Context: an optimization exercise on an open-source flow, tuned for a short achievable clock period and few clock cycles. The choices shown serve that exercise and are no tape-out recipe.
The RTL was checked by simulation tests, not by an equivalence proof against the original design.
Power is estimated from default activity; no workload was simulated.

## flow/design.v (module list and top-level ports; edited modules follow where they fit)
// module alu: 19 lines
// module add32: 5 lines
// module inc4: 5 lines
// module eq32: 5 lines
// module mul_s1: 687 lines
// module mul_s2: 240 lines
// module rfile: 23 lines
// module mipse: 223 lines
module mipse(
input clk, rst_n,
input [32-1:0] instr,
input [32-1:0] readdata,
output reg [32-1:0] pc,
output [32-1:0] aluout,
output [32-1:0] writedata,
output memwrite);
  // ...
==> flow/flow/run.sh <==
#!/bin/bash
# The standard layout (standard.sh: the standard flow's synthesis script, so the
# same registers with the same names), with these changes to how the layout
# is made:
#  - synthesis: ADDER_MAP_FILE empty, so adders and the multiplier's
#    compressor trees are mapped by ABC like the rest of the logic instead of
#    to fa/ha cells; and ABC may not use the slow 4-input OR/NOR and the
#    non-inverting AND-OR / OR-AND cells listed in flow/synth_dont_use.txt
#    (on top of the platform's own don't-use list);
set -euo pipefail
cd "$(dirname "$0")/.."
MARGIN=$(cat flow/margin.txt)
# the platform's own don't-use list (make's command line replaces it):
# the sky130_fd_sc_hd__ cells of DONT_USE_CELLS in platforms/sky130hd/config.mk
# (the lines of that assignment: it continues while a line ends in a backslash)
PLAT=$(awk '/^export DONT_USE_CELLS \+= / {on=1} on {print; if ($0 !~ /\\$/) exit}' \
  "$FLOW_HOME/platforms/sky130hd/config.mk" | grep -o 'sky130_fd_sc_hd__[a-z0-9_]*' | tr '\n' ' ')
EXTRA=""
for c in $(cat flow/synth_dont_use.txt); do
  for s in 0 1 2 4; do EXTRA="$EXTRA sky130_fd_sc_hd__${c}_$s"; done
done
echo "synthesis don't-use list: $PLAT $EXTRA" > synth_dont_use.log
bash standard.sh ADDER_MAP_FILE= "DONT_USE_CELLS=$PLAT $EXTRA" synth > make_synth.log 2>&1
bash standard.sh SETUP_SLACK_MARGIN=$MARGIN finish > make_finish.log 2>&1
==> flow/flow/margin.txt <==
6.5
==> flow/flow/synth_dont_use.txt <==
or4 or4b or4bb nor4 nor4b nor4bb or3 or3b a21o a21bo a22o a2bb2o a211o a221o a2111o a31o a32o a311o a41o o21a o21ba o22a o2bb2a o211a o221a o2111a o31a o32a o311a o41a and4 and4b and4bb
==> flow/standard.sh <==
#!/bin/bash
# synth_recipe.tcl (not shown) runs the flow's synth.tcl, then flattens the netlist and writes it again
# the make line also repeats each setting of config.mk as NAME=value (left out here)
make -C /OpenROAD-flow-scripts/flow DESIGN_CONFIG=/design/flow/config.mk WORK_HOME=/design/flow/orfs CLKGATE_MAP_FILE= SYNTH_SCRIPT=/design/flow/synth_recipe.tcl "${@:-finish}"
==> flow/config.mk <==
export PLATFORM = sky130hd
export DESIGN_NAME = mipse
export DESIGN_NICKNAME = mipse
export VERILOG_FILES = /design/flow/design.v
export SDC_FILE = /design/flow/constraint.sdc
export NUM_CORES = 4
export LEC_CHECK = 0
export CAP_MARGIN = 20
export CORE_MARGIN = 2
export CORE_UTILIZATION = 45
export PLACE_DENSITY = 0.65
export SLEW_MARGIN = 20
export SYNTH_HIERARCHICAL = 1
==> flow/constraint.sdc <==
create_clock -name core_clock -period 10.0 [get_ports {clk}]
set_input_delay 2.0000 -clock core_clock [delete_from_list [all_inputs] [get_ports {clk}]]
set_output_delay 2.0000 -clock core_clock [all_outputs]
set_load 0.01 [all_outputs]
==> results.txt, run 1 <==
* Status: finished clean
* Hold WS at 0.355 ns
* Largest net degree at the start of global routing at 96
* Worst slew margin at 19.2%
* Simple-gate share of the synthesized area at 12.8%
* Clk sinks at 1571
* GRT Total Usage at 32.5%
* DR vias/cell at 6.75
* Gpl congestion at 1.03
* Static leakage at 36.6 nW
* Setup slack after layout at 6.00 ns
* Comb. pwr at 18.4 mW
* Storage cell area at 0.0432 sq mm
* Hold endpoint: memwM
* CP startpoint: gX
* Max_cap viols at 0
* ClkCell Share at 5.11%
* Synth Area in XOR/XNOR at 7.81%
* Signal buf overhead at 5.70%
* Final worst path period share at 40.0%
* Post-synth top cells: edfxtp_1, a22oi_1, nand2_1, nor2_1, xnor2_1
* Power Internal at 19.6 mW
* Reg-to-reg startpoint: gX
* CP required at 10.70 ns
* RSZ-0062 raised after global routing: yes
* CTS tree: built
* Antenna viol nets, final at 0
* Bufs w/o clock at 624
* Pwr Density at 322 mW/mm^2
* Fin crit period at 4.00 ns
* Max FFs per register at 992
* Reg2reg setup slack at 6.00 ns
* Most Crowded Layer GR: met2
* Worst path cell trace: buf_6 -> buf_12 -> nand2b_4 -> o211ai_1 -> buf_4 -> a21oi_2 -> o221ai_2 -> nand2_1 -> a211oi_2 -> o211ai_1 -> buf_4 -> o21ai_4 -> a21oi_2 -> a211oi_2 -> xnor2_2 -> o22ai_2 -> buf_4 -> a22oi_2 -> o21ai_1
* Horiz. Die Dim at 457 um
* Nonclk inv count at 201
* Core Util, Final at 52.1%
* Vias post-DR at 82100
* IO Pins at 163
* Hold Path Depth at 0
* Yosys cell types at 107
* Leading cell kind: multi-input combinational cells
* Full die area at 0.209 sq mm
* Fraction of area in multi-input gates at 44.8%
* Met2 Usage GRT at 49.7%
Testbench counts, summed over its fixed seeds: cycles 16,224.
==> module mul_s2, before the edit <==
module mul_s2(input [118:0] cs, output [31:0] p);
  wire v0 = cs[0];
  wire v1 = cs[1];
  wire v2 = cs[2];
  wire v3 = cs[3];
  wire v4 = cs[4];
  wire v5 = cs[5];
  wire v6 = cs[6];
  wire v7 = cs[7];
  wire v8 = cs[8];
  wire v9 = cs[9];
  wire v10 = cs[10];
  wire v11 = cs[11];
  wire v12 = cs[12];
  wire v13 = cs[13];
  wire v14 = cs[14];
  wire v15 = cs[15];
  wire v16 = cs[16];
  wire v17 = cs[17];
  wire v18 = cs[18];
  wire v19 = cs[19];
  wire v20 = cs[20];
  wire v21 = cs[21];
  wire v22 = cs[22];
  wire v23 = cs[23];
  wire v24 = cs[24];
  wire v25 = cs[25];
  wire v26 = cs[26];
  wire v27 = cs[27];
  wire v28 = cs[28];
  wire v29 = cs[29];
  wire v30 = cs[30];
  wire v31 = cs[31];
  wire v32 = cs[32];
  wire v33 = cs[33];
  wire v34 = cs[34];
  wire v35 = cs[35];
  wire v36 = cs[36];
  wire v37 = cs[37];
  wire v38 = cs[38];
  wire v39 = cs[39];
  wire v40 = cs[40];
  wire v41 = cs[41];
  wire v42 = cs[42];
  wire v43 = cs[43];
  wire v44 = cs[44];
  wire v45 = cs[45];
  wire v46 = cs[46];
  wire v47 = cs[47];
  wire v48 = cs[48];
  wire v49 = cs[49];
  wire v50 = cs[50];
  wire v51 = cs[51];
  wire v52 = cs[52];
  wire v53 = cs[53];
  wire v54 = cs[54];
  wire v55 = cs[55];
  wire v56 = cs[56];
  wire v57 = cs[57];
  wire v58 = cs[58];
  wire v59 = cs[59];
  wire v60 = cs[60];
  wire v61 = cs[61];
  wire v62 = cs[62];
  wire v63 = cs[63];
  wire v64 = cs[64];
  wire v65 = cs[65];
  wire v66 = cs[66];
  wire v67 = cs[67];
  wire v68 = cs[68];
  wire v69 = cs[69];
  wire v70 = cs[70];
  wire v71 = cs[71];
  wire v72 = cs[72];
  wire v73 = cs[73];
  wire v74 = cs[74];
  wire v75 = cs[75];
  wire v76 = cs[76];
  wire v77 = cs[77];
  wire v78 = cs[78];
  wire v79 = cs[79];
  wire v80 = cs[80];
  wire v81 = cs[81];
  wire v82 = cs[82];
  wire v83 = cs[83];
  wire v84 = cs[84];
  wire v85 = cs[85];
  wire v86 = cs[86];
  wire v87 = cs[87];
  wire v88 = cs[88];
  wire v89 = cs[89];
  wire v90 = cs[90];
  wire v91 = cs[91];
  wire v92 = cs[92];
  wire v93 = cs[93];
  wire v94 = cs[94];
  wire v95 = cs[95];
  wire v96 = cs[96];
  wire v97 = cs[97];
  wire v98 = cs[98];
  wire v99 = cs[99];
  wire v100 = cs[100];
  wire v101 = cs[101];
  wire v102 = cs[102];
  wire v103 = cs[103];
  wire v104 = cs[104];
  wire v105 = cs[105];
  wire v106 = cs[106];
  wire v107 = cs[107];
  wire v108 = cs[108];
  wire v109 = cs[109];
  wire v110 = cs[110];
  wire v111 = cs[111];
  wire v112 = cs[112];
  wire v113 = cs[113];
  wire v114 = cs[114];
  wire v115 = cs[115];
  wire v116 = cs[116];
  wire v117 = cs[117];
  wire v118 = cs[118];
  wire s1 = v8 ^ v9;
  wire c2 = v8 & v9;
  wire s3 = v12 ^ v13;
  wire c4 = v12 & v13;
  wire s5 = v15 ^ v16 ^ v17;
  wire c6 = (v15 & v16) | (v15 & v17) | (v16 & v17);
  wire s7 = v19 ^ v20 ^ v21;
  wire c8 = (v19 & v20) | (v19 & v21) | (v20 & v21);
  wire s9 = v23 ^ v24 ^ v25;
  wire c10 = (v23 & v24) | (v23 & v25) | (v24 & v25);
  wire s11 = v27 ^ v28 ^ v29;
  wire c12 = (v27 & v28) | (v27 & v29) | (v28 & v29);
  wire s13 = v31 ^ v32 ^ v33;
  wire c14 = (v31 & v32) | (v31 & v33) | (v32 & v33);
  wire s15 = v35 ^ v36 ^ v37;
  wire c16 = (v35 & v36) | (v35 & v37) | (v36 & v37);
  wire s17 = v39 ^ v40 ^ v41;
  wire c18 = (v39 & v40) | (v39 & v41) | (v40 & v41);
  wire s19 = v43 ^ v44 ^ v45;
  wire c20 = (v43 & v44) | (v43 & v45) | (v44 & v45);
  wire s21 = v47 ^ v48 ^ v49;
  wire c22 = (v47 & v48) | (v47 & v49) | (v48 & v49);
  wire s23 = v51 ^ v52 ^ v53;
  wire c24 = (v51 & v52) | (v51 & v53) | (v52 & v53);
  wire s25 = v55 ^ v56 ^ v57;
  wire c26 = (v55 & v56) | (v55 & v57) | (v56 & v57);
  wire s27 = v59 ^ v60 ^ v61;
  wire c28 = (v59 & v60) | (v59 & v61) | (v60 & v61);
  wire s29 = v63 ^ v64 ^ v65;
  wire c30 = (v63 & v64) | (v63 & v65) | (v64 & v65);
  wire s31 = v67 ^ v68 ^ v69;
  wire c32 = (v67 & v68) | (v67 & v69) | (v68 & v69);
  wire s33 = v71 ^ v72 ^ v73;
  wire c34 = (v71 & v72) | (v71 & v73) | (v72 & v73);
  wire s35 = v75 ^ v76 ^ v77;
  wire c36 = (v75 & v76) | (v75 & v77) | (v76 & v77);
  wire s37 = v79 ^ v80 ^ v81;
  wire c38 = (v79 & v80) | (v79 & v81) | (v80 & v81);
  wire s39 = v83 ^ v84 ^ v85;
  wire c40 = (v83 & v84) | (v83 & v85) | (v84 & v85);
  wire s41 = v87 ^ v88 ^ v89;
  wire c42 = (v87 & v88) | (v87 & v89) | (v88 & v89);
  wire s43 = v91 ^ v92 ^ v93;
  wire c44 = (v91 & v92) | (v91 & v93) | (v92 & v93);
  wire s45 = v95 ^ v96 ^ v97;
  wire c46 = (v95 & v96) | (v95 & v97) | (v96 & v97);
  wire s47 = v99 ^ v100 ^ v101;
  wire c48 = (v99 & v100) | (v99 & v101) | (v100 & v101);
  wire s49 = v103 ^ v104 ^ v105;
  wire c50 = (v103 & v104) | (v103 & v105) | (v104 & v105);
  wire s51 = v107 ^ v108 ^ v109;
  wire c52 = (v107 & v108) | (v107 & v109) | (v108 & v109);
  wire s53 = v111 ^ v112 ^ v113;
  wire c54 = (v111 & v112) | (v111 & v113) | (v112 & v113);
  wire s55 = v115 ^ v116 ^ v117;
  wire c56 = (v115 & v116) | (v115 & v117) | (v116 & v117);
  wire s57 = v3 ^ v4;
  wire c58 = v3 & v4;
  wire s59 = v6 ^ v7;
  wire c60 = v6 & v7;
  wire s61 = s1 ^ v10 ^ v11;
  wire c62 = (s1 & v10) | (s1 & v11) | (v10 & v11);
  wire s63 = s3 ^ v14 ^ c2;
  wire c64 = (s3 & v14) | (s3 & c2) | (v14 & c2);
  wire s65 = s5 ^ v18 ^ c4;
  wire c66 = (s5 & v18) | (s5 & c4) | (v18 & c4);
  wire s67 = s7 ^ v22 ^ c6;
  wire c68 = (s7 & v22) | (s7 & c6) | (v22 & c6);
  wire s69 = s9 ^ v26 ^ c8;
  wire c70 = (s9 & v26) | (s9 & c8) | (v26 & c8);
  wire s71 = s11 ^ v30 ^ c10;
  wire c72 = (s11 & v30) | (s11 & c10) | (v30 & c10);
  wire s73 = s13 ^ v34 ^ c12;
  wire c74 = (s13 & v34) | (s13 & c12) | (v34 & c12);
  wire s75 = s15 ^ v38 ^ c14;
  wire c76 = (s15 & v38) | (s15 & c14) | (v38 & c14);
  wire s77 = s17 ^ v42 ^ c16;
  wire c78 = (s17 & v42) | (s17 & c16) | (v42 & c16);
  wire s79 = s19 ^ v46 ^ c18;
  wire c80 = (s19 & v46) | (s19 & c18) | (v46 & c18);
  wire s81 = s21 ^ v50 ^ c20;
  wire c82 = (s21 & v50) | (s21 & c20) | (v50 & c20);
  wire s83 = s23 ^ v54 ^ c22;
  wire c84 = (s23 & v54) | (s23 & c22) | (v54 & c22);
  wire s85 = s25 ^ v58 ^ c24;
  wire c86 = (s25 & v58) | (s25 & c24) | (v58 & c24);
  wire s87 = s27 ^ v62 ^ c26;
  wire c88 = (s27 & v62) | (s27 & c26) | (v62 & c26);
  wire s89 = s29 ^ v66 ^ c28;
  wire c90 = (s29 & v66) | (s29 & c28) | (v66 & c28);
  wire s91 = s31 ^ v70 ^ c30;
  wire c92 = (s31 & v70) | (s31 & c30) | (v70 & c30);
  wire s93 = s33 ^ v74 ^ c32;
  wire c94 = (s33 & v74) | (s33 & c32) | (v74 & c32);
  wire s95 = s35 ^ v78 ^ c34;
  wire c96 = (s35 & v78) | (s35 & c34) | (v78 & c34);
  wire s97 = s37 ^ v82 ^ c36;
  wire c98 = (s37 & v82) | (s37 & c36) | (v82 & c36);
  wire s99 = s39 ^ v86 ^ c38;
  wire c100 = (s39 & v86) | (s39 & c38) | (v86 & c38);
  wire s101 = s41 ^ v90 ^ c40;
  wire c102 = (s41 & v90) | (s41 & c40) | (v90 & c40);
  wire s103 = s43 ^ v94 ^ c42;
  wire c104 = (s43 & v94) | (s43 & c42) | (v94 & c42);
  wire s105 = s45 ^ v98 ^ c44;
  wire c106 = (s45 & v98) | (s45 & c44) | (v98 & c44);
  wire s107 = s47 ^ v102 ^ c46;
  wire c108 = (s47 & v102) | (s47 & c46) | (v102 & c46);
  wire s109 = s49 ^ v106 ^ c48;
  wire c110 = (s49 & v106) | (s49 & c48) | (v106 & c48);
  wire s111 = s51 ^ v110 ^ c50;
  wire c112 = (s51 & v110) | (s51 & c50) | (v110 & c50);
  wire s113 = s53 ^ v114 ^ c52;
  wire c114 = (s53 & v114) | (s53 & c52) | (v114 & c52);
  wire s115 = s55 ^ v118 ^ c54;
  wire c116 = (s55 & v118) | (s55 & c54) | (v118 & c54);
  wire [31:0] ra = {s115, s113, s111, s109, s107, s105, s103, s101, s99, s97, s95, s93, s91, s89, s87, s85, s83, s81, s79, s77, s75, s73, s71, s69, s67, s65, s63, s61, s59, s57, v2, v0};
  wire [31:0] rb = {c114, c112, c110, c108, c106, c104, c102, c100, c98, c96, c94, c92, c90, c88, c86, c84, c82, c80, c78, c76, c74, c72, c70, c68, c66, c64, c62, c60, c58, v5, 1'b0, v1};
  assign p = ra + rb;
endmodule
==> module mipse, before the edit <==
module mipse(
input clk, rst_n,
input [32-1:0] instr,
input [32-1:0] readdata,
output reg [32-1:0] pc,
output [32-1:0] aluout,
output [32-1:0] writedata,
output memwrite);
reg [32-1:0] instrD, pcplus4D;
wire stall, mispredE, predD;
wire [32-1:0] pcplus4F;
inc4 inc4_1(.a(pc), .y(pcplus4F));
wire [32-1:0] targetD, redirE;
always @(posedge clk or negedge rst_n) begin
  if (!rst_n) pc <= 0;
  else if (mispredE) pc <= redirE;
  else if (!stall) pc <= predD ? targetD : pcplus4F;
end
reg validD;
always @(posedge clk or negedge rst_n) begin
  if (!rst_n) begin
    instrD <= 0;
    pcplus4D <= 0;
    validD <= 0;
  end else if (!stall) begin
    instrD <= instr;
    pcplus4D <= pcplus4F;
    validD <= ~mispredE;
  end
end
reg [32-1:1] sel1D, sel2D;
reg byp1D, byp2D;
wire wrM_w;
wire [5-1:0] dstM_w;
wire [5-1:0] rsF = instr[25:21], rtF = instr[20:16];
wire [5-1:0] rsH = instrD[25:21], rtH = instrD[20:16];
integer k;
always @(posedge clk) begin
  if (!stall)
    for (k = 1; k < 32; k = k + 1) begin
      sel1D[k] <= (rsF == k);
      sel2D[k] <= (rtF == k);
    end
  byp1D <= wrM_w & (dstM_w == (stall ? rsH : rsF));
  byp2D <= wrM_w & (dstM_w == (stall ? rtH : rtF));
end
wire [6-1:0] opD = instrD[31:26];
wire [5-1:0] rsD = instrD[25:21], rtD = instrD[20:16], rdD = instrD[15:11];
wire [5:0] fnD = instrD[5:0];
wire [16-1:0] immD = instrD[15:0];
wire rtypeD = (opD == 6'b000000);
wire r_aluD = rtypeD & (fnD[5:3] == 3'b100);
wire r_logD = r_aluD & fnD[2];
wire multD = rtypeD & (fnD == 6'b011000);
wire lwD = (opD == 6'b100011);
wire swD = (opD == 6'b101011);
wire gradeD = (opD == 6'b101100);
wire luiD = (opD == 6'b001111);
wire addiD = (opD == 6'b001000);
wire oriD = (opD == 6'b001101);
wire sltiD = (opD == 6'b001010);
wire beqD = (opD == 6'b000100);
wire bneD = (opD == 6'b000101);
wire branchD = beqD | bneD;
wire [5-1:0] dstD = rtypeD ? rdD : rtD;
wire wrD = validD & (lwD | r_aluD | multD | luiD | addiD | oriD | sltiD) & (dstD != 0);
wire memwD = validD & (swD | gradeD);
wire subD = (r_aluD & ~fnD[2] & fnD[1]) | sltiD;
wire logicD = r_logD | oriD | luiD;
wire [2:0] lselD = r_aluD ? {1'b0, fnD[1:0]} : oriD ? 3'd1 : 3'd4;
wire [32-1:0] immxD = oriD ? {16'b0, immD} :
                           luiD ? {immD, 16'b0} :
                           {{16{immD[15]}}, immD};
wire [32-1:0] sextD = {{16{immD[15]}}, immD};
wire [32-1:0] immaD = sltiD ? ~sextD : immxD;
wire subRD = r_aluD & ~fnD[2] & fnD[1];
add32 add32_1(.a(pcplus4D), .b({sextD[29:0], 2'b00}), .y(targetD));
assign predD = validD & branchD & immD[15];
wire usesA = ~luiD;
wire usesB = rtypeD | swD | gradeD | branchD;
wire fastA = r_logD | oriD;
wire fastB = r_logD | swD;
reg wrE, memwE, lwE, multE, branchE;
reg [5-1:0] dstE;
reg wrM, memwM, lwM, multM;
reg [5-1:0] dstM;
reg wrW;
reg [5-1:0] dstW;
reg [32-1:0] resultW, multW;
reg mulW;
wire matchAE = usesA & wrE & (dstE == rsD);
wire matchBE = usesB & wrE & (dstE == rtD);
wire matchAM = usesA & ~matchAE & wrM & (dstM == rsD);
wire matchBM = usesB & ~matchBE & wrM & (dstM == rtD);
assign stall = (matchAE & (multE | (lwE & ~fastA))) |
               (matchBE & (multE | (lwE & ~fastB))) |
               (branchD & multM & (matchAM | matchBM));
wire fAM_D = matchAE & ~lwE;
wire fARD_D = matchAE & lwE;
wire mAW_D = ~matchAE & wrM & (dstM == rsD);
wire fAW_D = mAW_D & ~multM;
wire fAX_D = mAW_D & multM;
wire fBM_D = matchBE & ~lwE;
wire fBRD_D = matchBE & lwE;
wire mBW_D = ~matchBE & wrM & (dstM == rtD);
wire fBW_D = mBW_D & ~multM;
wire fBX_D = mBW_D & multM;
wire [32-1:0] rf1, rf2;
wire [32-1:0] wdW = mulW ? multW : resultW;
rfile rfile_1(.clk(clk), .s1(sel1D), .rd1(rf1), .s2(sel2D), .rd2(rf2),
    .wd3(wdW), .a3(dstW), .we3(wrW));
wire [32-1:0] rd1D = byp1D ? wdW : rf1;
wire [32-1:0] rd2D = byp2D ? wdW : rf2;
wire [32-1:0] aluoutE, resultM;
wire [32-1:0] opA_D = ({32{fAM_D}} & aluoutE) | ({32{fAW_D}} & resultM) |
                           ({32{~fAM_D & ~fAW_D}} & rd1D);
wire [32-1:0] opB_D = ({32{fBM_D}} & aluoutE) | ({32{fBW_D}} & resultM) |
                           ({32{~fBM_D & ~fBW_D}} & rd2D);
wire selRB_D = ~fBM_D & ~fBW_D;
wire hE = rtypeD & fBM_D & ~subRD, hEn = rtypeD & fBM_D & subRD;
wire hM = rtypeD & fBW_D & ~subRD, hMn = rtypeD & fBW_D & subRD;
wire hR = rtypeD & selRB_D & ~subRD, hRn = rtypeD & selRB_D & subRD;
wire [32-1:0] op2_D =
  ({32{hE}} & aluoutE) | ({32{hEn}} & ~aluoutE) |
  ({32{hM}} & resultM) | ({32{hMn}} & ~resultM) |
  ({32{hR}} & rd2D)    | ({32{hRn}} & ~rd2D) |
  ({32{~rtypeD}} & immaD);
reg [32-1:0] opA_E, opB_E, op2_E, targetE;
reg subE, sltiE, logicE, gradeE, kE, predE;
reg [2:0] lselE;
reg fARD, fAX, fBRD, fBX, gX, gXn;
reg fAXm, fBXm;
always @(posedge clk) begin
  opA_E <= opA_D;
  opB_E <= opB_D;
  op2_E <= op2_D;
end
always @(posedge clk) begin
  if (!stall) begin
    targetE <= targetD;
    subE <= subD;
    sltiE <= sltiD;
    logicE <= logicD;
    lselE <= lselD;
    gradeE <= gradeD;
    kE <= bneD ^ predD;
    predE <= predD;
    dstE <= dstD;
    fARD <= fARD_D; fAX <= fAX_D & ~multD;
    fBRD <= fBRD_D; fBX <= fBX_D & ~multD;
    fAXm <= fAX_D & multD;
    fBXm <= fBX_D & multD;
    gX <= rtypeD & ~subRD & fBX_D;
    gXn <= rtypeD & subRD & fBX_D;
  end
end
always @(posedge clk or negedge rst_n) begin
  if (!rst_n) begin
    wrE <= 0; memwE <= 0; lwE <= 0; multE <= 0; branchE <= 0;
  end else if (stall) begin
    wrE <= 0; memwE <= 0; lwE <= 0; multE <= 0; branchE <= 0;
  end else begin
    wrE <= wrD; memwE <= memwD; lwE <= validD & lwD; multE <= validD & multD;
    branchE <= validD & branchD;
  end
end
reg [32-1:0] aluoutM, writedataM;
reg [119-1:0] csM;
wire [32-1:0] srcA = fAX ? multW : opA_E;
wire [32-1:0] srcB = fBX ? multW : opB_E;
wire [32-1:0] op2x = gX ? multW : gXn ? ~multW : op2_E;
wire [32-1:0] la = fARD ? readdata : srcA;
wire [32-1:0] lb = fBRD ? readdata : op2x;
alu alu_1(.a(srcA), .b(op2x), .la(la), .lb(lb), .sub(subE), .slti(sltiE),
    .logic_op(logicE), .lsel(lselE), .y(aluoutE));
wire [2:0] gradeoutE =
	(srcB >= 85) ? 3'd5 :
	(srcB >= 60) ? 3'd4 :
	(srcB >= 40) ? 3'd3 :
	(srcB >= 10) ? 3'd2 : 3'd1;
wire [32-1:0] wdE = gradeE ? {29'b0, gradeoutE} : fBRD ? readdata : srcB;
wire eqE;
eq32 eq32_1(.a(opA_E), .b(opB_E), .y(eqE));
assign mispredE = branchE & (eqE ^ kE);
assign redirE = predE ? pcplus4D : targetE;
wire [119-1:0] csE;
wire [32-1:0] srcAm = fAXm ? multW : opA_E;
wire [32-1:0] srcBm = fBXm ? multW : opB_E;
mul_s1 mul_s1_1(.a(srcAm), .b(srcBm), .cs(csE));
always @(posedge clk) begin
  aluoutM <= aluoutE;
  writedataM <= wdE;
  csM <= csE;
  dstM <= dstE;
  lwM <= lwE;
  multM <= multE;
end
assign wrM_w = wrM;
assign dstM_w = dstM;
always @(posedge clk or negedge rst_n) begin
  if (!rst_n) begin
    wrM <= 0; memwM <= 0;
  end else begin
    wrM <= wrE; memwM <= memwE;
  end
end
assign aluout = aluoutM;
assign writedata = writedataM;
assign memwrite = memwM;
wire [32-1:0] multP;
mul_s2 mul_s2_1(.cs(csM), .p(multP));
assign resultM = lwM ? readdata : aluoutM;
always @(posedge clk) begin
  resultW <= resultM;
  multW <= multP;
  mulW <= multM;
  dstW <= dstM;
end
always @(posedge clk or negedge rst_n) begin
  if (!rst_n) wrW <= 0;
  else wrW <= wrM;
end
endmodule
==> inputs of run 2 (changes only) <==
--- a/flow/design.v
+++ b/flow/design.v
@@ -27,17 +27,17 @@
   output [32-1:0] y);
   assign y = a + 4;
 endmodule
 module eq32 (
   input [32-1:0] a, b,
   output y);
   assign y = (a == b);
 endmodule
-module mul_s1(input [31:0] a, input [31:0] b, output [118:0] cs);
+module mul_s1(input [31:0] a, input [31:0] b, output [91:0] cs);
   wire neg0 = b[1];
   wire one0 = b[0] ^ 1'b0;
   wire two0 = (b[1] & ~b[0] & ~1'b0) | (~b[1] & b[0] & 1'b0);
   wire pp1 = (one0 & a[0]) ^ neg0;
   wire pp2 = ((one0 & a[1]) | (two0 & a[0])) ^ neg0;
   wire pp3 = ((one0 & a[2]) | (two0 & a[1])) ^ neg0;
   wire pp4 = ((one0 & a[3]) | (two0 & a[2])) ^ neg0;
   wire pp5 = ((one0 & a[4]) | (two0 & a[3])) ^ neg0;
@@ -712,19 +712,75 @@
   wire s629 = s525 ^ s527 ^ s529;
   wire c630 = (s525 & s527) | (s525 & s529) | (s527 & s529);
   wire s631 = c520 ^ c522 ^ c524;
   wire c632 = (c520 & c522) | (c520 & c524) | (c522 & c524);
   wire s633 = s531 ^ s533 ^ s535;
   wire c634 = (s531 & s533) | (s531 & s535) | (s533 & s535);
   wire s635 = c526 ^ c528 ^ c530;
   wire c636 = (c526 & c528) | (c526 & c530) | (c528 & c530);
-  assign cs = {c632, c630, s635, s633, c628, c626, s631, s629, c624, c622, s627, s625, c620, c618, s623, s621, c616, c614, s619, s617, c612, c610, s615, s613, c608, c606, s611, s609, c604, c602, s607, s605, c600, c598, s603, s601, c596, c594, s599, s597, c592, c590, s595, s593, c588, c586, s591, s589, c584, c582, s587, s585, c580, c578, s583, s581, c576, c574, s579, s577, c572, c570, s575, s573, c568, c566, s571, s569, c564, c562, s567, s565, c560, c558, s563, s561, c556, c554, s559, s557, c552, c550, s555, s553, c548, c546, s551, s549, c544, c542, s547, s545, c540, neg4, s543, s541, c538, pp92, pp66, s539, neg3, pp91, pp65, s537, pp64, pp36, pp6, neg2, pp63, pp35, pp5, pp34, pp4, neg1, pp33, pp3, pp2, neg0, pp1};
+  wire s637 = pp5 ^ pp35;
+  wire c638 = pp5 & pp35;
+  wire s639 = pp6 ^ pp36;
+  wire c640 = pp6 & pp36;
+  wire s641 = s537 ^ pp65 ^ pp91;
+  wire c642 = (s537 & pp65) | (s537 & pp91) | (pp65 & pp91);
+  wire s643 = s539 ^ pp66 ^ pp92;
+  wire c644 = (s539 & pp66) | (s539 & pp92) | (pp66 & pp92);
+  wire s645 = s541 ^ s543 ^ neg4;
+  wire c646 = (s541 & s543) | (s541 & neg4) | (s543 & neg4);
+  wire s647 = s545 ^ s547 ^ c542;
+  wire c648 = (s545 & s547) | (s545 & c542) | (s547 & c542);
+  wire s649 = s549 ^ s551 ^ c546;
+  wire c650 = (s549 & s551) | (s549 & c546) | (s551 & c546);
+  wire s651 = s553 ^ s555 ^ c550;
+  wire c652 = (s553 & s555) | (s553 & c550) | (s555 & c550);
+  wire s653 = s557 ^ s559 ^ c554;
+  wire c654 = (s557 & s559) | (s557 & c554) | (s559 & c554);
+  wire s655 = s561 ^ s563 ^ c558;
+  wire c656 = (s561 & s563) | (s561 & c558) | (s563 & c558);
+  wire s657 = s565 ^ s567 ^ c562;
+  wire c658 = (s565 & s567) | (s565 & c562) | (s567 & c562);
+  wire s659 = s569 ^ s571 ^ c566;
+  wire c660 = (s569 & s571) | (s569 & c566) | (s571 & c566);
+  wire s661 = s573 ^ s575 ^ c570;
+  wire c662 = (s573 & s575) | (s573 & c570) | (s575 & c570);
+  wire s663 = s577 ^ s579 ^ c574;
+  wire c664 = (s577 & s579) | (s577 & c574) | (s579 & c574);
+  wire s665 = s581 ^ s583 ^ c578;
+  wire c666 = (s581 & s583) | (s581 & c578) | (s583 & c578);
+  wire s667 = s585 ^ s587 ^ c582;
+  wire c668 = (s585 & s587) | (s585 & c582) | (s587 & c582);
+  wire s669 = s589 ^ s591 ^ c586;
+  wire c670 = (s589 & s591) | (s589 & c586) | (s591 & c586);
+  wire s671 = s593 ^ s595 ^ c590;
+  wire c672 = (s593 & s595) | (s593 & c590) | (s595 & c590);
+  wire s673 = s597 ^ s599 ^ c594;
+  wire c674 = (s597 & s599) | (s597 & c594) | (s599 & c594);
+  wire s675 = s601 ^ s603 ^ c598;
+  wire c676 = (s601 & s603) | (s601 & c598) | (s603 & c598);
+  wire s677 = s605 ^ s607 ^ c602;
+  wire c678 = (s605 & s607) | (s605 & c602) | (s607 & c602);
+  wire s679 = s609 ^ s611 ^ c606;
+  wire c680 = (s609 & s611) | (s609 & c606) | (s611 & c606);
+  wire s681 = s613 ^ s615 ^ c610;
+  wire c682 = (s613 & s615) | (s613 & c610) | (s615 & c610);
+  wire s683 = s617 ^ s619 ^ c614;
+  wire c684 = (s617 & s619) | (s617 & c614) | (s619 & c614);
+  wire s685 = s621 ^ s623 ^ c618;
+  wire c686 = (s621 & s623) | (s621 & c618) | (s623 & c618);
+  wire s687 = s625 ^ s627 ^ c622;
+  wire c688 = (s625 & s627) | (s625 & c622) | (s627 & c622);
+  wire s689 = s629 ^ s631 ^ c626;
+  wire c690 = (s629 & s631) | (s629 & c626) | (s631 & c626);
+  wire s691 = s633 ^ s635 ^ c630;
+  wire c692 = (s633 & s635) | (s633 & c630) | (s635 & c630);
+  assign cs = {c690, c632, s691, c688, c628, s689, c686, c624, s687, c684, c620, s685, c682, c616, s683, c680, c612, s681, c678, c608, s679, c676, c604, s677, c674, c600, s675, c672, c596, s673, c670, c592, s671, c668, c588, s669, c666, c584, s667, c664, c580, s665, c662, c576, s663, c660, c572, s661, c658, c568, s659, c656, c564, s657, c654, c560, s655, c652, c556, s653, c650, c552, s651, c648, c548, s649, c646, c544, s647, c644, c540, s645, c642, c538, s643, c640, neg3, s641, c638, pp64, s639, neg2, pp63, s637, pp34, pp4, neg1, pp33, pp3, pp2, neg0, pp1};
 endmodule
-module mul_s2(input [118:0] cs, output [31:0] p);
+module mul_s2(input [91:0] cs, output [31:0] p);
   wire v0 = cs[0];
   wire v1 = cs[1];
   wire v2 = cs[2];
   wire v3 = cs[3];
   wire v4 = cs[4];
   wire v5 = cs[5];
   wire v6 = cs[6];
   wire v7 = cs[7];
@@ -807,161 +863,78 @@
   wire v84 = cs[84];
   wire v85 = cs[85];
   wire v86 = cs[86];
   wire v87 = cs[87];
   wire v88 = cs[88];
   wire v89 = cs[89];
   wire v90 = cs[90];
   wire v91 = cs[91];
-  wire v92 = cs[92];
-  wire v93 = cs[93];
-  wire v94 = cs[94];
-  wire v95 = cs[95];
-  wire v96 = cs[96];
-  wire v97 = cs[97];
-  wire v98 = cs[98];
-  wire v99 = cs[99];
-  wire v100 = cs[100];
-  wire v101 = cs[101];
-  wire v102 = cs[102];
-  wire v103 = cs[103];
-  wire v104 = cs[104];
-  wire v105 = cs[105];
-  wire v106 = cs[106];
-  wire v107 = cs[107];
-  wire v108 = cs[108];
-  wire v109 = cs[109];
-  wire v110 = cs[110];
-  wire v111 = cs[111];
-  wire v112 = cs[112];
-  wire v113 = cs[113];
-  wire v114 = cs[114];
-  wire v115 = cs[115];
-  wire v116 = cs[116];
-  wire v117 = cs[117];
-  wire v118 = cs[118];
-  wire s1 = v8 ^ v9;
-  wire c2 = v8 & v9;
-  wire s3 = v12 ^ v13;
-  wire c4 = v12 & v13;
-  wire s5 = v15 ^ v16 ^ v17;
-  wire c6 = (v15 & v16) | (v15 & v17) | (v16 & v17);
-  wire s7 = v19 ^ v20 ^ v21;
-  wire c8 = (v19 & v20) | (v19 & v21) | (v20 & v21);
-  wire s9 = v23 ^ v24 ^ v25;
-  wire c10 = (v23 & v24) | (v23 & v25) | (v24 & v25);
-  wire s11 = v27 ^ v28 ^ v29;
-  wire c12 = (v27 & v28) | (v27 & v29) | (v28 & v29);
-  wire s13 = v31 ^ v32 ^ v33;
-  wire c14 = (v31 & v32) | (v31 & v33) | (v32 & v33);
-  wire s15 = v35 ^ v36 ^ v37;
-  wire c16 = (v35 & v36) | (v35 & v37) | (v36 & v37);
-  wire s17 = v39 ^ v40 ^ v41;
-  wire c18 = (v39 & v40) | (v39 & v41) | (v40 & v41);
-  wire s19 = v43 ^ v44 ^ v45;
-  wire c20 = (v43 & v44) | (v43 & v45) | (v44 & v45);
-  wire s21 = v47 ^ v48 ^ v49;
-  wire c22 = (v47 & v48) | (v47 & v49) | (v48 & v49);
-  wire s23 = v51 ^ v52 ^ v53;
-  wire c24 = (v51 & v52) | (v51 & v53) | (v52 & v53);
-  wire s25 = v55 ^ v56 ^ v57;
-  wire c26 = (v55 & v56) | (v55 & v57) | (v56 & v57);
-  wire s27 = v59 ^ v60 ^ v61;
-  wire c28 = (v59 & v60) | (v59 & v61) | (v60 & v61);
-  wire s29 = v63 ^ v64 ^ v65;
-  wire c30 = (v63 & v64) | (v63 & v65) | (v64 & v65);
-  wire s31 = v67 ^ v68 ^ v69;
-  wire c32 = (v67 & v68) | (v67 & v69) | (v68 & v69);
-  wire s33 = v71 ^ v72 ^ v73;
-  wire c34 = (v71 & v72) | (v71 & v73) | (v72 & v73);
-  wire s35 = v75 ^ v76 ^ v77;
-  wire c36 = (v75 & v76) | (v75 & v77) | (v76 & v77);
-  wire s37 = v79 ^ v80 ^ v81;
-  wire c38 = (v79 & v80) | (v79 & v81) | (v80 & v81);
-  wire s39 = v83 ^ v84 ^ v85;
-  wire c40 = (v83 & v84) | (v83 & v85) | (v84 & v85);
-  wire s41 = v87 ^ v88 ^ v89;
-  wire c42 = (v87 & v88) | (v87 & v89) | (v88 & v89);
-  wire s43 = v91 ^ v92 ^ v93;
-  wire c44 = (v91 & v92) | (v91 & v93) | (v92 & v93);
-  wire s45 = v95 ^ v96 ^ v97;
-  wire c46 = (v95 & v96) | (v95 & v97) | (v96 & v97);
-  wire s47 = v99 ^ v100 ^ v101;
-  wire c48 = (v99 & v100) | (v99 & v101) | (v100 & v101);
-  wire s49 = v103 ^ v104 ^ v105;
-  wire c50 = (v103 & v104) | (v103 & v105) | (v104 & v105);
-  wire s51 = v107 ^ v108 ^ v109;
-  wire c52 = (v107 & v108) | (v107 & v109) | (v108 & v109);
-  wire s53 = v111 ^ v112 ^ v113;
-  wire c54 = (v111 & v112) | (v111 & v113) | (v112 & v113);
-  wire s55 = v115 ^ v116 ^ v117;
-  wire c56 = (v115 & v116) | (v115 & v117) | (v116 & v117);
-  wire s57 = v3 ^ v4;
-  wire c58 = v3 & v4;
-  wire s59 = v6 ^ v7;
-  wire c60 = v6 & v7;
-  wire s61 = s1 ^ v10 ^ v11;
-  wire c62 = (s1 & v10) | (s1 & v11) | (v10 & v11);
-  wire s63 = s3 ^ v14 ^ c2;
-  wire c64 = (s3 & v14) | (s3 & c2) | (v14 & c2);
-  wire s65 = s5 ^ v18 ^ c4;
-  wire c66 = (s5 & v18) | (s5 & c4) | (v18 & c4);
-  wire s67 = s7 ^ v22 ^ c6;
-  wire c68 = (s7 & v22) | (s7 & c6) | (v22 & c6);
-  wire s69 = s9 ^ v26 ^ c8;
-  wire c70 = (s9 & v26) | (s9 & c8) | (v26 & c8);
-  wire s71 = s11 ^ v30 ^ c10;
-  wire c72 = (s11 & v30) | (s11 & c10) | (v30 & c10);
-  wire s73 = s13 ^ v34 ^ c12;
-  wire c74 = (s13 & v34) | (s13 & c12) | (v34 & c12);
-  wire s75 = s15 ^ v38 ^ c14;
-  wire c76 = (s15 & v38) | (s15 & c14) | (v38 & c14);
-  wire s77 = s17 ^ v42 ^ c16;
-  wire c78 = (s17 & v42) | (s17 & c16) | (v42 & c16);
-  wire s79 = s19 ^ v46 ^ c18;
-  wire c80 = (s19 & v46) | (s19 & c18) | (v46 & c18);
-  wire s81 = s21 ^ v50 ^ c20;
-  wire c82 = (s21 & v50) | (s21 & c20) | (v50 & c20);
-  wire s83 = s23 ^ v54 ^ c22;
-  wire c84 = (s23 & v54) | (s23 & c22) | (v54 & c22);
-  wire s85 = s25 ^ v58 ^ c24;
-  wire c86 = (s25 & v58) | (s25 & c24) | (v58 & c24);
-  wire s87 = s27 ^ v62 ^ c26;
-  wire c88 = (s27 & v62) | (s27 & c26) | (v62 & c26);
-  wire s89 = s29 ^ v66 ^ c28;
-  wire c90 = (s29 & v66) | (s29 & c28) | (v66 & c28);
-  wire s91 = s31 ^ v70 ^ c30;
-  wire c92 = (s31 & v70) | (s31 & c30) | (v70 & c30);
-  wire s93 = s33 ^ v74 ^ c32;
-  wire c94 = (s33 & v74) | (s33 & c32) | (v74 & c32);
-  wire s95 = s35 ^ v78 ^ c34;
-  wire c96 = (s35 & v78) | (s35 & c34) | (v78 & c34);
-  wire s97 = s37 ^ v82 ^ c36;
-  wire c98 = (s37 & v82) | (s37 & c36) | (v82 & c36);
-  wire s99 = s39 ^ v86 ^ c38;
-  wire c100 = (s39 & v86) | (s39 & c38) | (v86 & c38);
-  wire s101 = s41 ^ v90 ^ c40;
-  wire c102 = (s41 & v90) | (s41 & c40) | (v90 & c40);
-  wire s103 = s43 ^ v94 ^ c42;
-  wire c104 = (s43 & v94) | (s43 & c42) | (v94 & c42);
-  wire s105 = s45 ^ v98 ^ c44;
-  wire c106 = (s45 & v98) | (s45 & c44) | (v98 & c44);
-  wire s107 = s47 ^ v102 ^ c46;
-  wire c108 = (s47 & v102) | (s47 & c46) | (v102 & c46);
-  wire s109 = s49 ^ v106 ^ c48;
-  wire c110 = (s49 & v106) | (s49 & c48) | (v106 & c48);
-  wire s111 = s51 ^ v110 ^ c50;
-  wire c112 = (s51 & v110) | (s51 & c50) | (v110 & c50);
-  wire s113 = s53 ^ v114 ^ c52;
-  wire c114 = (s53 & v114) | (s53 & c52) | (v114 & c52);
-  wire s115 = s55 ^ v118 ^ c54;
-  wire c116 = (s55 & v118) | (s55 & c54) | (v118 & c54);
-  wire [31:0] ra = {s115, s113, s111, s109, s107, s105, s103, s101, s99, s97, s95, s93, s91, s89, s87, s85, s83, s81, s79, s77, s75, s73, s71, s69, s67, s65, s63, s61, s59, s57, v2, v0};
-  wire [31:0] rb = {c114, c112, c110, c108, c106, c104, c102, c100, c98, c96, c94, c92, c90, c88, c86, c84, c82, c80, c78, c76, c74, c72, c70, c68, c66, c64, c62, c60, c58, v5, 1'b0, v1};
+  wire s1 = v3 ^ v4;
+  wire c2 = v3 & v4;
+  wire s3 = v6 ^ v7;
+  wire c4 = v6 & v7;
+  wire s5 = v8 ^ v9 ^ v10;
+  wire c6 = (v8 & v9) | (v8 & v10) | (v9 & v10);
+  wire s7 = v11 ^ v12 ^ v13;
+  wire c8 = (v11 & v12) | (v11 & v13) | (v12 & v13);
+  wire s9 = v14 ^ v15 ^ v16;
+  wire c10 = (v14 & v15) | (v14 & v16) | (v15 & v16);
+  wire s11 = v17 ^ v18 ^ v19;
+  wire c12 = (v17 & v18) | (v17 & v19) | (v18 & v19);
+  wire s13 = v20 ^ v21 ^ v22;
+  wire c14 = (v20 & v21) | (v20 & v22) | (v21 & v22);
+  wire s15 = v23 ^ v24 ^ v25;
+  wire c16 = (v23 & v24) | (v23 & v25) | (v24 & v25);
+  wire s17 = v26 ^ v27 ^ v28;
+  wire c18 = (v26 & v27) | (v26 & v28) | (v27 & v28);
+  wire s19 = v29 ^ v30 ^ v31;
+  wire c20 = (v29 & v30) | (v29 & v31) | (v30 & v31);
+  wire s21 = v32 ^ v33 ^ v34;
+  wire c22 = (v32 & v33) | (v32 & v34) | (v33 & v34);
+  wire s23 = v35 ^ v36 ^ v37;
+  wire c24 = (v35 & v36) | (v35 & v37) | (v36 & v37);
+  wire s25 = v38 ^ v39 ^ v40;
+  wire c26 = (v38 & v39) | (v38 & v40) | (v39 & v40);
+  wire s27 = v41 ^ v42 ^ v43;
+  wire c28 = (v41 & v42) | (v41 & v43) | (v42 & v43);
+  wire s29 = v44 ^ v45 ^ v46;
+  wire c30 = (v44 & v45) | (v44 & v46) | (v45 & v46);
+  wire s31 = v47 ^ v48 ^ v49;
+  wire c32 = (v47 & v48) | (v47 & v49) | (v48 & v49);
+  wire s33 = v50 ^ v51 ^ v52;
+  wire c34 = (v50 & v51) | (v50 & v52) | (v51 & v52);
+  wire s35 = v53 ^ v54 ^ v55;
+  wire c36 = (v53 & v54) | (v53 & v55) | (v54 & v55);
+  wire s37 = v56 ^ v57 ^ v58;
+  wire c38 = (v56 & v57) | (v56 & v58) | (v57 & v58);
+  wire s39 = v59 ^ v60 ^ v61;
+  wire c40 = (v59 & v60) | (v59 & v61) | (v60 & v61);
+  wire s41 = v62 ^ v63 ^ v64;
+  wire c42 = (v62 & v63) | (v62 & v64) | (v63 & v64);
+  wire s43 = v65 ^ v66 ^ v67;
+  wire c44 = (v65 & v66) | (v65 & v67) | (v66 & v67);
+  wire s45 = v68 ^ v69 ^ v70;
+  wire c46 = (v68 & v69) | (v68 & v70) | (v69 & v70);
+  wire s47 = v71 ^ v72 ^ v73;
+  wire c48 = (v71 & v72) | (v71 & v73) | (v72 & v73);
+  wire s49 = v74 ^ v75 ^ v76;
+  wire c50 = (v74 & v75) | (v74 & v76) | (v75 & v76);
+  wire s51 = v77 ^ v78 ^ v79;
+  wire c52 = (v77 & v78) | (v77 & v79) | (v78 & v79);
+  wire s53 = v80 ^ v81 ^ v82;
+  wire c54 = (v80 & v81) | (v80 & v82) | (v81 & v82);
+  wire s55 = v83 ^ v84 ^ v85;
+  wire c56 = (v83 & v84) | (v83 & v85) | (v84 & v85);
+  wire s57 = v86 ^ v87 ^ v88;
+  wire c58 = (v86 & v87) | (v86 & v88) | (v87 & v88);
+  wire s59 = v89 ^ v90 ^ v91;
+  wire c60 = (v89 & v90) | (v89 & v91) | (v90 & v91);
+  wire [31:0] ra = {s59, s57, s55, s53, s51, s49, s47, s45, s43, s41, s39, s37, s35, s33, s31, s29, s27, s25, s23, s21, s19, s17, s15, s13, s11, s9, s7, s5, s3, s1, v2, v0};
+  wire [31:0] rb = {c58, c56, c54, c52, c50, c48, c46, c44, c42, c40, c38, c36, c34, c32, c30, c28, c26, c24, c22, c20, c18, c16, c14, c12, c10, c8, c6, c4, c2, v5, 1'b0, v1};
   assign p = ra + rb;
 endmodule
 module rfile (
  input clk,
  input [32-1:1] s1, s2,
  input [5-1:0] a3,
  output [32-1:0] rd1, rd2,
  input [32-1:0] wd3,
@@ -1090,92 +1063,88 @@
 wire fBW_D = mBW_D & ~multM;
 wire fBX_D = mBW_D & multM;
 wire [32-1:0] rf1, rf2;
 wire [32-1:0] wdW = mulW ? multW : resultW;
 rfile rfile_1(.clk(clk), .s1(sel1D), .rd1(rf1), .s2(sel2D), .rd2(rf2),
     .wd3(wdW), .a3(dstW), .we3(wrW));
 wire [32-1:0] rd1D = byp1D ? wdW : rf1;
 wire [32-1:0] rd2D = byp2D ? wdW : rf2;
-wire [32-1:0] aluoutE, resultM;
+wire [32-1:0] aluoutE, resultM, multP;
+wire selRA_D = ~fAM_D & ~mAW_D;
+wire selRB_D = ~fBM_D & ~mBW_D;
 wire [32-1:0] opA_D = ({32{fAM_D}} & aluoutE) | ({32{fAW_D}} & resultM) |
-                           ({32{~fAM_D & ~fAW_D}} & rd1D);
+                           ({32{fAX_D}} & multP) | ({32{selRA_D}} & rd1D);
 wire [32-1:0] opB_D = ({32{fBM_D}} & aluoutE) | ({32{fBW_D}} & resultM) |
-                           ({32{~fBM_D & ~fBW_D}} & rd2D);
-wire selRB_D = ~fBM_D & ~fBW_D;
+                           ({32{fBX_D}} & multP) | ({32{selRB_D}} & rd2D);
 wire hE = rtypeD & fBM_D & ~subRD, hEn = rtypeD & fBM_D & subRD;
 wire hM = rtypeD & fBW_D & ~subRD, hMn = rtypeD & fBW_D & subRD;
+wire hX = rtypeD & fBX_D & ~subRD, hXn = rtypeD & fBX_D & subRD;
 wire hR = rtypeD & selRB_D & ~subRD, hRn = rtypeD & selRB_D & subRD;
 wire [32-1:0] op2_D =
   ({32{hE}} & aluoutE) | ({32{hEn}} & ~aluoutE) |
   ({32{hM}} & resultM) | ({32{hMn}} & ~resultM) |
+  ({32{hX}} & multP)   | ({32{hXn}} & ~multP) |
   ({32{hR}} & rd2D)    | ({32{hRn}} & ~rd2D) |
   ({32{~rtypeD}} & immaD);
 reg [32-1:0] opA_E, opB_E, op2_E, targetE;
 reg subE, sltiE, logicE, gradeE, kE, predE;
 reg [2:0] lselE;
-reg fARD, fAX, fBRD, fBX, gX, gXn;
-reg fAXm, fBXm;
+reg fARD, fBRD;
 always @(posedge clk) begin
   opA_E <= opA_D;
   opB_E <= opB_D;
   op2_E <= op2_D;
 end
 always @(posedge clk) begin
   if (!stall) begin
     targetE <= targetD;
     subE <= subD;
     sltiE <= sltiD;
     logicE <= logicD;
     lselE <= lselD;
     gradeE <= gradeD;
     kE <= bneD ^ predD;
     predE <= predD;
     dstE <= dstD;
-    fARD <= fARD_D; fAX <= fAX_D & ~multD;
-    fBRD <= fBRD_D; fBX <= fBX_D & ~multD;
-    fAXm <= fAX_D & multD;
-    fBXm <= fBX_D & multD;
-    gX <= rtypeD & ~subRD & fBX_D;
-    gXn <= rtypeD & subRD & fBX_D;
+    fARD <= fARD_D;
+    fBRD <= fBRD_D;
   end
 end
 always @(posedge clk or negedge rst_n) begin
   if (!rst_n) begin
     wrE <= 0; memwE <= 0; lwE <= 0; multE <= 0; branchE <= 0;
   end else if (stall) begin
     wrE <= 0; memwE <= 0; lwE <= 0; multE <= 0; branchE <= 0;
   end else begin
     wrE <= wrD; memwE <= memwD; lwE <= validD & lwD; multE <= validD & multD;
     branchE <= validD & branchD;
   end
 end
 reg [32-1:0] aluoutM, writedataM;
-reg [119-1:0] csM;
-wire [32-1:0] srcA = fAX ? multW : opA_E;
-wire [32-1:0] srcB = fBX ? multW : opB_E;
-wire [32-1:0] op2x = gX ? multW : gXn ? ~multW : op2_E;
+reg [92-1:0] csM;
+wire [32-1:0] srcA = opA_E;
+wire [32-1:0] srcB = opB_E;
+wire [32-1:0] op2x = op2_E;
 wire [32-1:0] la = fARD ? readdata : srcA;
 wire [32-1:0] lb = fBRD ? readdata : op2x;
 alu alu_1(.a(srcA), .b(op2x), .la(la), .lb(lb), .sub(subE), .slti(sltiE),
     .logic_op(logicE), .lsel(lselE), .y(aluoutE));
 wire [2:0] gradeoutE =
 	(srcB >= 85) ? 3'd5 :
 	(srcB >= 60) ? 3'd4 :
 	(srcB >= 40) ? 3'd3 :
 	(srcB >= 10) ? 3'd2 : 3'd1;
 wire [32-1:0] wdE = gradeE ? {29'b0, gradeoutE} : fBRD ? readdata : srcB;
 wire eqE;
 eq32 eq32_1(.a(opA_E), .b(opB_E), .y(eqE));
 assign mispredE = branchE & (eqE ^ kE);
 assign redirE = predE ? pcplus4D : targetE;
-wire [119-1:0] csE;
-wire [32-1:0] srcAm = fAXm ? multW : opA_E;
-wire [32-1:0] srcBm = fBXm ? multW : opB_E;
-mul_s1 mul_s1_1(.a(srcAm), .b(srcBm), .cs(csE));
+wire [92-1:0] csE;
+mul_s1 mul_s1_1(.a(opA_E), .b(opB_E), .cs(csE));
 always @(posedge clk) begin
   aluoutM <= aluoutE;
   writedataM <= wdE;
   csM <= csE;
   dstM <= dstE;
   lwM <= lwE;
   multM <= multE;
 end
@@ -1186,17 +1155,16 @@
     wrM <= 0; memwM <= 0;
   end else begin
     wrM <= wrE; memwM <= memwE;
   end
 end
 assign aluout = aluoutM;
 assign writedata = writedataM;
 assign memwrite = memwM;
-wire [32-1:0] multP;
 mul_s2 mul_s2_1(.cs(csM), .p(multP));
 assign resultM = lwM ? readdata : aluoutM;
 always @(posedge clk) begin
   resultW <= resultM;
   multW <= multP;
   mulW <= multM;
   dstW <= dstM;
 end
==> results.txt, run 2 <==
* Largest net degree at the start of global routing at 139 (was 96)
* Reg2reg setup slack at 6.36 ns (was 6.00 ns)
* Static leakage at 35.6 nW (was 36.6 nW)
* Layout cells sized above 1 at 15.6% (was 17.0%)
* Worst path cell trace: maj3_2 -> maj3_2 -> a211oi_4 -> maj3_4 -> o311ai_4 -> buf_12 -> nand3_4 -> a31oi_4 -> a311oi_4 -> buf_6 -> o211ai_1 -> buf_4 -> nand2_1 -> o21ai_1 -> a21oi_2 -> o221ai_1 (was buf_6 -> buf_12 -> nand2b_4 -> o211ai_1 -> buf_4 -> a21oi_2 -> o221ai_2 -> nand2_1 -> a211oi_2 -> o211ai_1 -> buf_4 -> o21ai_4 -> a21oi_2 -> a211oi_2 -> xnor2_2 -> o22ai_2 -> buf_4 -> a22oi_2 -> o21ai_1)
* Peak VDD IR at 0.000487 V (was 0.00111 V)
* Setup crit end kind: flop (unchanged)
* Prevailing post-synth register cell: edfxtp_1 (unchanged)
* Worst setup path class: flop to flop (unchanged)
* Horiz. Die Dim at 453 um (was 457 um)
* Worst slew margin at 17.7% (was 19.2%)
* Worst hold path class: flop to flop (unchanged)
* Full die area at 0.205 sq mm (was 0.209 sq mm)
* Status: finished clean (unchanged)
* Top cell type's share of synthesized area at 36.5% (was 36.0%)
* Commonest non-fill, non-tap cells in the layout: edfxtp_1, a22oi_1, nand2_1, nor2_1, a21oi_1 (was edfxtp_1, a22oi_1, nand2_1, nor2_1, xnor2_1)
* DR pass1 iterations at 10 (was 12)
* DP Area at 0.0936 sq mm (was 0.0950 sq mm)
* Yosys reg bits at 1538 (was 1571)
* Core Rows at 164 (was 166)
* Reg-to-reg startpoint: csM[13] (was gX)
* Max_cap viols at 0 (unchanged)
* Top-count cell post-synth: edfxtp_1 (unchanged)
* RSZ-0062 raised after global routing: yes (unchanged)
* Fillcell total at 17500 (was 17900)
* Antenna viol nets, final at 0 (unchanged)
* Top Registers: rfile_1.rf (992), csM (92) (was rfile_1.rf (992), csM (119))
* Clk Latency, worst-skew pair at 0.84 ns (was 0.85 ns)
* Core area at 0.200 sq mm (was 0.205 sq mm)
* Worst Skew at 0.0354 ns (was 0.0749 ns)
* Crit path arrival time at 4.31 ns (was 4.70 ns)
* Clock network power share at 18.6% (was 18.2%)
* Vias post-DR at 79000 (was 82100)
* Worst Min Path Start: memwE (unchanged)
* Max FFs per register at 992 (unchanged)
* Hold Path Depth at 0 (unchanged)
* Initial DRC count at 13200 (was 12900)
* Port bufs at 162 (unchanged)
* Register area share after synthesis at 46.7% (was 46.5%)
* Met1 wire length at 129000 um (about the same)
* HPWL after DPL at 206000 um (was 212000 um)
* First-pass GRT wire length at 491000 um (was 507000 um)
* Commonest non-fill, non-tap cell in the layout: edfxtp_1 (unchanged)
* Storage cell area at 0.0426 sq mm (was 0.0432 sq mm)
* Drt drc at 0 (unchanged)
* Slowest-stage cell, CP: a311oi_4 (was edfxtp_1)
* Fin Setup TNS at 0 ns (unchanged)
* Dpl cells at 11300 (was 11500)
* Main area contributors after synthesis: edfxtp_1, a22oi_1, dfxtp_1 (unchanged)
* Gate power share at 54.8% (was 53.7%)
* Effective utilization at floorplan at 45.3% (was 45.2%)
* Yosys cell types at 110 (was 107)
* Design Area, Final at 0.104 sq mm (was 0.107 sq mm)
* Avg WL per Cell at 29.8 um (was 30.0 um)
* Max Freq at 274 MHz (was 250 MHz)
* Clk sinks at 1538 (was 1571)
* Area occupied by multi-input gates at 0.0459 sq mm (was 0.0477 sq mm)
* Area delta synth->final at 14.4% (was 15.2%)
* Routed wl met2 at 150000 um (was 158000 um)
* GRT Total Usage at 32.2% (was 32.5%)
* DR vias/cell at 6.71 (was 6.75)
* Hold endpoint: memwM (unchanged)
* Fin crit period at 3.64 ns (was 4.00 ns)
* Power Internal at 19.6 mW (about the same)
* Reg2Reg Depth at 16 (was 19)
* CP Max Fanout at 4 (was 8)
* CTS tree: built (unchanged)
* Worst path max stage delay at 0.35 ns (was 0.41 ns)
* Cell area after synthesis at 0.0907 sq mm (was 0.0925 sq mm)
* Root Driver: clkbuf_16 (unchanged)
* Biggest register: rfile_1.rf (unchanged)
* Type of origin of the critical path: flop (unchanged)
* Final worst path period share at 36.4% (was 40.0%)
* Die height at 453 um (was 457 um)
* Routed wl met3 at 47500 um (was 46100 um)
* Fin nets at 9029 (was 9391)
* IO Pins at 163 (unchanged)
* Gpl congestion at 0.960 (was 1.03)
* Final Hold Viols at 0 (unchanged)
* Initial antenna violation count at 21 (was 14)
* Yosys warns at 9 (unchanged)
* Seq pwr share at 26.6% (was 28.1%)
* CTS Buffer Depth at 3 (unchanged)
* Setup slack after layout at 6.36 ns (was 6.00 ns)
* Highest routed layer: met5 (unchanged)
* Worst path most repeated cell: maj3_2 (was buf_4)
* Post-CTS Hold Buffers at 0 (unchanged)
* Worst-Margin Slew at 1.23 ns (was 1.21 ns)
* Sw Share at 42.3% (was 42.9%)
* Syn Area/Cell at 10.0 sq um (was 9.90 sq um)
* R2r endpoint: op2_E[29] (was opA_E[31])
* CTS buffer count at 167 (unchanged)
* Synth async-reset ratio at 6.83% (was 6.68%)
* Worst slack, placed at 5.44 ns (was 5.15 ns)
* Worst-path clk slew at 0.06 ns (was 0.07 ns)
* Pins Over Slew Limit at 0 (unchanged)
* CTS H-Tree Depth at 4 (unchanged)
* Post-synth EDFFs at 1102 (was 1108)
* # setup viols final at 0 (unchanged)
* Core Util, Final at 51.9% (was 52.1%)
* CP required at 10.66 ns (was 10.70 ns)
* GR Overflow Total at 0 (unchanged)
* Leading area contributor after synthesis: edfxtp_1 (unchanged)
* Layout Cells excl Fill at 11800 (was 12200)
* Post-synth top cells: edfxtp_1, a22oi_1, nand2_1, nor2_1, a21oi_1 (was edfxtp_1, a22oi_1, nand2_1, nor2_1, xnor2_1)
* Vias in the first global route at 73400 (was 76500)
* Post-Syn Instances at 9056 (was 9350)
* WL final at 350000 um (was 364000 um)
* Switching power at 14.4 mW (was 14.7 mW)
* Pwr Density at 327 mW/mm^2 (was 322 mW/mm^2)
-- run 2: repair_timing --
item / in CTS / in global routing
setup endpoints to repair: 264 / 141
gates cloned: 5 / 10
pin swaps: 46 / 144
setup buffers: 86 / 85
resized for setup: 531 / 355
-- run 2: power groups by stage --
stage | clock network (mW) | logic, mW | registers [mW]
3_5_place_dp | 0 | 15.2 | 9.20
6_report | 6.33 | 18.6 | 9.04
5_1_grt | 6.60 | 19.5 | 9.09
3_3_place_gp | 0 | 14.9 | 9.17
2_1_floorplan | 0 | 12.6 | 8.85
4_1_cts | 6.36 | 16.7 | 9.00
-- run 2: per-stage QoR --
step                      hold WS [ns]  power (mW)
final                            0.351        34.0
after global routing             0.369        35.2
after CTS                        0.352        32.1
after detailed placement         0.344        24.4
after global placement           0.339        24.1
after floorplan                  0.329        21.5
-- run 2: cell families after synthesis --
| group | Yosys count | share of synthesized area, % |
|---|---|---|
| compound gates | 2800 | 21.2 |
| xor+xnor | 783 | 8.33 |
| fa+ha+maj | 260 | 2.92 |
| buf+inv | 1041 | 5.44 |
| flops | 1538 | 46.7 |
| mux | 236 | 2.85 |
| other cells | 1 | 0.00414 |
| simple gates | 2397 | 12.6 |
-- run 2: per-module statistics from Yosys, one instance, submodules excluded, excerpt --
module | area, sq um | cells
add32 | 1910 | 278
alu | 3860 | 624
eq32 | 368 | 46
mipse | 22500 | 2259
mul_s1 | 17700 | 2656
mul_s2 | 3420 | 470
-- run 2: worst max path at each step --
stage,cells past startpoint,slack (ns),to,from
3_3_place_gp,13,5.47,op2_E[0],readdata[0]
6_report,16,6.36,op2_E[29],csM[13]
2_1_floorplan,11,6.35,op2_E[0],readdata[0]
4_1_cts,15,6.36,op2_E[11],csM[13]
3_5_place_dp,11,5.44,csM[91],opB_E[5]
5_1_grt,16,6.26,op2_E[31],csM[39]
-- run 2: routing by layer --
| layer | vias to the layer above | global-route usage (%) |
|---|---|---|
| li1 | 33900 | - |
| met1 | 38300 | 42.5 |
| met2 | 5661 | 47.8 |
| met3 | 1141 | 8.22 |
| met4 | 14 | 19.1 |
| met5 | - | 0 |
-- run 2: final cells by class --
type	instances	share of cell area (%)
multi-input combinational	6482	44.2
inverter	228	0.852
tap	2656	3.20
clock buffer	217	4.33
sequential	1538	41.0
clock inverter	93	1.03
antenna	5	0.0121
timing repair buffer	546	5.36
-- run 2: worst max-delay path, delay by kind of cell, from the launching register on --
family | cells | cell delay, ns
compound gates | 8 | 1.49
fa+ha+maj | 3 | 0.94
buf+inv | 3 | 0.56
flops | 1 | 0.34
simple gates | 2 | 0.14
Testbench counts of run 2, summed over its fixed seeds: cycles 16,224.

[static timing again, ports no longer ideal]
Ports are ideal in the flow. The routed layouts listed here were re-timed in OpenROAD. Step 1: set_driving_cell puts a clkbuf_16 on clk and a buf_2 on each other input, an assumption about the parent block. Step 2 times the ports against the registers' clock, not the clock port: input delays grow and output delays shrink by t, the midpoint of the rising clock arrivals with the driver on. Three values: ideal, step 1, step 2; two values: the first two.
run | t (ns) | setup WS [ns] | worst setup path at the end | cell pins on the clock port's net
run 1 | 0.899 | 6.001 / 6.001 / 5.417 | input to register | 1
run 2 | 0.926 | 6.355 / 6.355 / 5.563 | input to register | 1
After both steps every run listed still meets setup and hold. The setup slack of run 2, which loses most, moves by 0.000 ns with the drivers and by -0.792 ns with both steps.
